Source: an optimization exercise on an open RTL-to-GDS flow (aim: small area). Production flows keep margins and buffers that such runs may drop. Only simulation tests tie the RTL to the original design; equivalence was not proved. The flow treats the clock pin as an ideal source, which a real chip does not have. Power and IR drop assume default switching activity.

==> flow/design.v <==
module ALU(
	input i_clk,
	input i_fetch,
	input i_pass_y,
	input i_first_y,
	input i_second_y,
	input [2:0] i_j,
	input i_window,
	input logic[2:0] i_op,
	input logic[1:0] i_x,
	output logic[7:0] o_result
	);
	logic c;
	logic[2:0] amount;
	logic xp;
	logic[1:0] y;
	logic c1;
	logic c2;
	logic[1:0] r;
	logic[1:0] xs;
	logic[7:0] left;
	logic[7:0] right;
	wire pass_x = i_window && !i_j[2];
	wire shift_op = i_op[2] & (i_op[1] | i_op[0]);
	wire cin = pass_x && i_j[1:0] == 0 ? i_op[0] : c;
	wire[1:0] x = pass_x ? i_x : 2'b00;
	always_comb begin
		y = o_result[1:0] ^ {2{i_op[0]}};
		c1 = (x[0] & y[0]) | (cin & (x[0] ^ y[0]));
		c2 = (x[1] & y[1]) | (c1 & (x[1] ^ y[1]));
		xs = amount[0] ? {x[0], i_j == 0 ? 1'b0 : xp} : x;
		case(i_op)
			0, 1: r = x ^ y ^ {c1, cin};
			2: r = x & o_result[1:0];
			3: r = ~(x | o_result[1:0]);
			4: r = x ^ o_result[1:0];
			default: r = c ? 2'b00 : xs;
		endcase
		case(amount[2:1])
			0: left = 8'b00001111;
			1: left = 8'b00000111;
			2: left = 8'b00000011;
			default: left = 8'b00000001;
		endcase
		case(amount)
			0: right = 8'b00001111;
			1, 2: right = 8'b00011110;
			3, 4: right = 8'b00111100;
			5, 6: right = 8'b01111000;
			default: right = 8'b11110000;
		endcase
	end
	wire take = i_window && (shift_op ? (i_op[1] ? right[i_j] : left[i_j]) : !i_j[2]);
	always_ff @(posedge i_clk)
		xp <= x[1];
	always_ff @(posedge i_clk)
		if(i_fetch)
			o_result <= {i_x, o_result[7:2]};
		else if(i_pass_y) begin
			o_result <= {shift_op ? 2'b00 : i_x, o_result[7:2]};
			if(i_first_y) begin
				c <= 1'b0;
				amount[1:0] <= i_x;
			end else if(i_second_y) begin
				c <= i_x[1];
				amount[2] <= i_x[0];
			end else
				c <= c | i_x[1] | i_x[0];
		end else begin
			if(take)
				o_result <= {r, o_result[7:2]};
			if(pass_x && !shift_op)
				c <= c2;
		end
endmodule
module debounce(
	input i_clk,
	input i_rst,
	input [WIDTH - 1:0] i_btn,
	output [WIDTH - 1:0] o_events,
	output [WAIT - 1:0] o_counter
	);
	parameter WIDTH = 1;
	parameter WAIT = 4;
	logic[WAIT - 1:0] counter;
	logic[WIDTH - 1:0] debounced;
	logic[WIDTH - 1:0] events;
	always_ff @(posedge i_clk)
		if(i_rst)
		begin
			debounced <= '0;
			counter <= '0;
		end else
		begin
			if(counter == 2)
			begin
				debounced <= i_btn;
				events <= debounced & ~i_btn;
			end
			counter <= counter - 1'b1;
		end
	assign o_events = events;
	assign o_counter = counter;
endmodule
module top(
	input i_clk,
	input i_rst,
	input [10:0] i_btn,
	output [11:0] o_led
	);
	typedef enum logic[2:0] {S_OP, S_REG_SEL, S_REG_EDIT, S_X_REG_SEL, S_Y_REG_SEL, S_RES_REG_SEL, S_RES} states;
	states state;
	logic[2:0] slot[5];
	logic[7:0] rings[8];
	logic clearing;
	logic[7:0] shown_reg;
	wire[7:0] shown;
	wire[10:0] ev_held;
	wire[3:0] cnt;
	wire[7:0] alu_out;
	debounce #(11, 4) debouncer0(i_clk, i_rst, i_btn, ev_held, cnt);
	wire pending = cnt == 13 && !clearing;
	wire[10:0] ev = ev_held & {11{pending}};
	wire[1:0] ph = 2'(2'd1 - cnt[1:0]);
	logic ahead;
	logic behind;
	logic pass_y;
	logic window;
	logic[2:0] j;
	always_comb begin
		ahead = 1'b0;
		behind = 1'b0;
		pass_y = 1'b0;
		window = 1'b1;
		j = 3'(4'd5 - cnt);
		case(cnt)
			1, 0, 15, 14: ahead = 1'b1;
			12, 11, 10, 9: behind = 1'b1;
			default: ;
		endcase
		case(cnt)
			9, 8, 7, 6: pass_y = 1'b1;
			default: ;
		endcase
		case(cnt)
			13, 12, 11, 10, 9, 8, 7, 6: window = 1'b0;
			default: ;
		endcase
	end
	wire edit = state == S_REG_EDIT;
	wire in_res = state == S_RES;
	wire[7:0] edit_ev = edit ? ev[7:0] : 8'b0;
	wire store = in_res & ev_held[10];
	wire selecting = state == S_OP || state == S_REG_SEL;
	wire[2:0] addr = state == S_OP ? slot[1] : state == S_REG_SEL ? slot[0] ^ ev_held[2:0] :
		pass_y ? slot[4] : slot[3];
	wire[1:0] shown_pair = shown_reg[2 * ph +: 2];
	wire[1:0] tap = rings[addr][1:0];
	wire[1:0] operand = in_res && addr == slot[0] ? shown_pair : tap;
	ALU alu0(i_clk, selecting && ahead, pass_y, cnt == 9, cnt == 8, j, window, slot[1], operand, alu_out);
	wire we = (ahead & store) | (behind & (edit | state == S_REG_SEL));
	wire[2:0] waddr = slot[0];
	wire[1:0] wdata = clearing ? 2'b00 : shown_pair;
	always_ff @(posedge i_clk)
		for(int i = 0; i < 8; i++)
			rings[i] <= {clearing || (we && waddr == i) ? wdata : rings[i][1:0], rings[i][7:2]};
	always_ff @(posedge i_clk)
		if(i_rst)
			clearing <= 1'b1;
		else if(cnt == 13)
			clearing <= 1'b0;
	always_ff @(posedge i_clk)
		if(pending && (selecting || state == S_RES_REG_SEL || store))
			shown_reg <= alu_out;
		else
			shown_reg <= shown_reg ^ edit_ev;
	wire toggling = pending && state != S_REG_EDIT && state != S_RES;
	wire[2:0] field = slot[0] ^ (toggling ? ev[2:0] : 3'b0);
	wire rotate = pending && ev[8] && state != S_REG_EDIT && state != S_RES_REG_SEL &&
		!(state == S_REG_SEL && ev[9]);
	always_ff @(posedge i_clk)
		if(i_rst)
			for(int i = 0; i < 5; i++)
				slot[i] <= '0;
		else if(rotate) begin
			for(int i = 0; i < 4; i++)
				slot[i] <= slot[i + 1];
			slot[4] <= field;
		end else
			slot[0] <= field;
	always_ff @(posedge i_clk)
	begin
		if(i_rst)
			state <= S_OP;
		else
		case(state)
			S_OP: begin
				if(ev[8])
					state <= S_REG_SEL;
			end
			S_REG_SEL: begin
				if(ev[8])
					state <= S_X_REG_SEL;
				if(ev[9])
					state <= S_REG_EDIT;
			end
			S_REG_EDIT: begin
				if(ev[9])
					state <= S_REG_SEL;
			end
			S_X_REG_SEL: begin
				if(ev[8])
					state <= S_Y_REG_SEL;
			end
			S_Y_REG_SEL: begin
				if(ev[8])
					state <= S_RES_REG_SEL;
			end
			S_RES_REG_SEL: begin
				if(ev[8])
					state <= S_RES;
			end
			default: begin
				if(ev[8])
					state <= S_OP;
			end
		endcase
	end
	assign shown = state == S_REG_EDIT || state == S_RES ? shown_reg ^ edit_ev : {5'b0, slot[0]};
	assign o_led = {1'b0, state, ~shown};
endmodule
export LEC_CHECK = 0
export CAP_MARGIN = 20
export CORE_MARGIN = 2
export CORE_UTILIZATION = 55
export SLEW_MARGIN = 20
create_clock -name core_clock -period 10.0 [get_ports {i_clk}]
standard.sh (not shown) runs the stock make flow with config.mk's settings and CLKGATE_MAP_FILE= SYNTH_SCRIPT=/design/flow/synth_recipe.tcl, a recipe that flattens the netlist after the stock synthesis.
==> flow/flow/run.sh <==
#!/bin/bash
# The standard layout, with the ports buffered by the smallest buffer and the
# registers' clock pins split into eight groups by position, each behind a
# clkbuf_8 (flow/cluster_clock.tcl); CTS builds the tree above them, without
# dummy loads.
set -euo pipefail
export BUFFER_PORTS_ARGS="-buffer_cell sky130_fd_sc_hd__buf_1"
export PRE_CTS_TCL="$PWD/flow/cluster_clock.tcl"
export CTS_ARGS="-clk_nets i_clk -sink_clustering_enable -repair_clock_nets -buf_list sky130_fd_sc_hd__clkbuf_8 -dont_use_dummy_load"
bash standard.sh > standard.log 2>&1
==> flow/flow/cluster_clock.tcl <==
# Sourced by ORFS's cts.tcl before clock_tree_synthesis (PRE_CTS_TCL).
# Splits the clock's register sinks into equal groups by position (recursive
# bisection along the longer side) and puts each group behind a clock buffer
# at the group's centre; CTS then builds the tree from the clock port to
# these buffers, and detailed placement legalizes them.
proc my_cluster_clock { nclusters bufname } {
  set block [ord::get_db_block]
  set master [[ord::get_db] findMaster $bufname]
  set clk [$block findNet i_clk]
  set sinks {}
  foreach it [$clk getITerms] {
    if { [$it isInputSignal] } {
      set loc [[$it getInst] getLocation]
      lappend sinks [list $it [lindex $loc 0] [lindex $loc 1]]
    }
  }
  set groups [list [list $nclusters $sinks]]
  set done {}
  while { [llength $groups] > 0 } {
    set item [lindex $groups 0]
    set groups [lrange $groups 1 end]
    set n [lindex $item 0]
    set g [lindex $item 1]
    if { $n <= 1 } {
      lappend done $g
      continue
    }
    set xs {}
    set ys {}
    foreach s $g {
      lappend xs [lindex $s 1]
      lappend ys [lindex $s 2]
    }
    set xs [lsort -integer $xs]
    set ys [lsort -integer $ys]
    set dx [expr {[lindex $xs end] - [lindex $xs 0]}]
    set dy [expr {[lindex $ys end] - [lindex $ys 0]}]
    set k [expr {$dx >= $dy ? 1 : 2}]
    set g [lsort -integer -index $k $g]
    set n1 [expr {$n / 2}]
    set h [expr {[llength $g] * $n1 / $n}]
    lappend groups [list $n1 [lrange $g 0 [expr {$h - 1}]]]
    lappend groups [list [expr {$n - $n1}] [lrange $g $h end]]
  }
  set i 0
  foreach g $done {
    set sx 0
    set sy 0
    foreach s $g {
      set sx [expr {$sx + [lindex $s 1]}]
      set sy [expr {$sy + [lindex $s 2]}]
    }
    set inst [odb::dbInst_create $block $master "clkbuf_cluster_$i"]
    set net [odb::dbNet_create $block "clknet_cluster_$i"]
    $net setSigType CLOCK
    foreach s $g {
      set it [lindex $s 0]
      $it disconnect
      $it connect $net
    }
    [$inst findITerm A] connect $clk
    [$inst findITerm X] connect $net
    $inst setLocation [expr {$sx / [llength $g]}] [expr {$sy / [llength $g]}]
    $inst setPlacementStatus PLACED
    incr i
  }
  puts "my_cluster_clock: [llength $sinks] sinks in $i groups behind $bufname"
}

my_cluster_clock 8 sky130_fd_sc_hd__clkbuf_8
Change:
--- a/flow/flow/run.sh
+++ b/flow/flow/run.sh
@@ -4,2 +4,2 @@
-# clkbuf_8 (flow/cluster_clock.tcl); CTS builds the tree above them, without
-# dummy loads.
+# clkbuf_8, and these behind one clkbuf_4 (flow/cluster_clock.tcl), which
+# leaves CTS nothing to build (no dummy loads either).
--- a/flow/flow/cluster_clock.tcl
+++ b/flow/flow/cluster_clock.tcl
@@ -4,2 +4,3 @@
-# at the group's centre; CTS then builds the tree from the clock port to
-# these buffers, and detailed placement legalizes them.
+# at the group's centre, then drives these buffers from one root buffer at
+# their centre, the only load of the clock port. CTS then has nothing left
+# to build, and detailed placement legalizes the buffers.
@@ -69,0 +71,27 @@
+proc my_root_buffer { bufname } {
+  set block [ord::get_db_block]
+  set master [[ord::get_db] findMaster $bufname]
+  set clk [$block findNet i_clk]
+  set inst [odb::dbInst_create $block $master "clkbuf_root"]
+  set net [odb::dbNet_create $block "clknet_root"]
+  $net setSigType CLOCK
+  set sx 0
+  set sy 0
+  set n 0
+  foreach it [$clk getITerms] {
+    if { [$it isInputSignal] } {
+      set loc [[$it getInst] getLocation]
+      set sx [expr {$sx + [lindex $loc 0]}]
+      set sy [expr {$sy + [lindex $loc 1]}]
+      incr n
+      $it disconnect
+      $it connect $net
+    }
+  }
+  [$inst findITerm A] connect $clk
+  [$inst findITerm X] connect $net
+  $inst setLocation [expr {$sx / $n}] [expr {$sy / $n}]
+  $inst setPlacementStatus PLACED
+  puts "my_root_buffer: $n loads behind $bufname"
+}
+
@@ -70,0 +99 @@
+my_root_buffer sky130_fd_sc_hd__clkbuf_4
- ABC_AREA: unset -> 1
The new run ran to the end with no violations.
Sequential share of layout area is higher by 0.44 points.
Combinational power is lower by about 9%.
Sequential cell count is unchanged.
Final area is lower by 0.86%.
Core utilization is higher by 1.2 points.
Routed wire length is higher by 4.9%.
Fmax is lower by 1.8%.
Change:
--- a/flow/flow/run.sh
+++ b/flow/flow/run.sh
@@ -4,2 +4,2 @@
-# clkbuf_8, and these behind one clkbuf_4 (flow/cluster_clock.tcl), which
-# leaves CTS nothing to build (no dummy loads either).
+# clkbuf_8 (flow/cluster_clock.tcl); CTS builds the tree above them, without
+# dummy loads.
--- a/flow/flow/cluster_clock.tcl
+++ b/flow/flow/cluster_clock.tcl
@@ -4,3 +4,2 @@
-# at the group's centre, then drives these buffers from one root buffer at
-# their centre, the only load of the clock port. CTS then has nothing left
-# to build, and detailed placement legalizes the buffers.
+# at the group's centre; CTS then builds the tree from the clock port to
+# these buffers, and detailed placement legalizes them.
@@ -71,27 +69,0 @@
-proc my_root_buffer { bufname } {
-  set block [ord::get_db_block]
-  set master [[ord::get_db] findMaster $bufname]
-  set clk [$block findNet i_clk]
-  set inst [odb::dbInst_create $block $master "clkbuf_root"]
-  set net [odb::dbNet_create $block "clknet_root"]
-  $net setSigType CLOCK
-  set sx 0
-  set sy 0
-  set n 0
-  foreach it [$clk getITerms] {
-    if { [$it isInputSignal] } {
-      set loc [[$it getInst] getLocation]
-      set sx [expr {$sx + [lindex $loc 0]}]
-      set sy [expr {$sy + [lindex $loc 1]}]
-      incr n
-      $it disconnect
-      $it connect $net
-    }
-  }
-  [$inst findITerm A] connect $clk
-  [$inst findITerm X] connect $net
-  $inst setLocation [expr {$sx / $n}] [expr {$sy / $n}]
-  $inst setPlacementStatus PLACED
-  puts "my_root_buffer: $n loads behind $bufname"
-}
-
@@ -99 +70,0 @@
-my_root_buffer sky130_fd_sc_hd__clkbuf_4
Outcome:
- synthesized area does not change
- critical path depth stays the same
- worst setup slack is better by 0.043 ns
- fmax grows by 0.86%
- via count rose by 0.62%
- worst hold slack barely changes
- global-route usage rises by 0.41 points
- design area is higher by 0.60%
- flip-flop and latch count stays the same
- power rises by 2.9%
- core utilization went up by 0.36 points

[afterwards: timing with drivers on the ports]
The flow's constraints put no driver on any port. The routed layouts listed below were extracted and timed again, unchanged, in two steps.
Step 1 sets driving cells, clkbuf_16 on the clock port and buf_2 on the other inputs (assumed; they add their load-dependent delay and slew).
Step 2 moves the port delays by t, midway between the first and last clock arrival at a register: inputs arrive t later, outputs are due t later. That takes back most of the time a late clock gives input paths.
a / b / c = no drivers / after step 1 / after step 2; a / b = the first two.
run	t, ns	setup WS [ns]	worst setup path at the end	slew at the worst register clock pin (ns)
the first run	0.468	5.009 / 4.978 / 5.344	register to register	0.12 / 0.12
the second run	0.504	4.919 / 4.892 / 5.396	register to output	0.10 / 0.10
the third run	0.463	4.962 / 4.932 / 5.395	register to output	0.10 / 0.10
After both steps setup and hold are still met in every run listed.
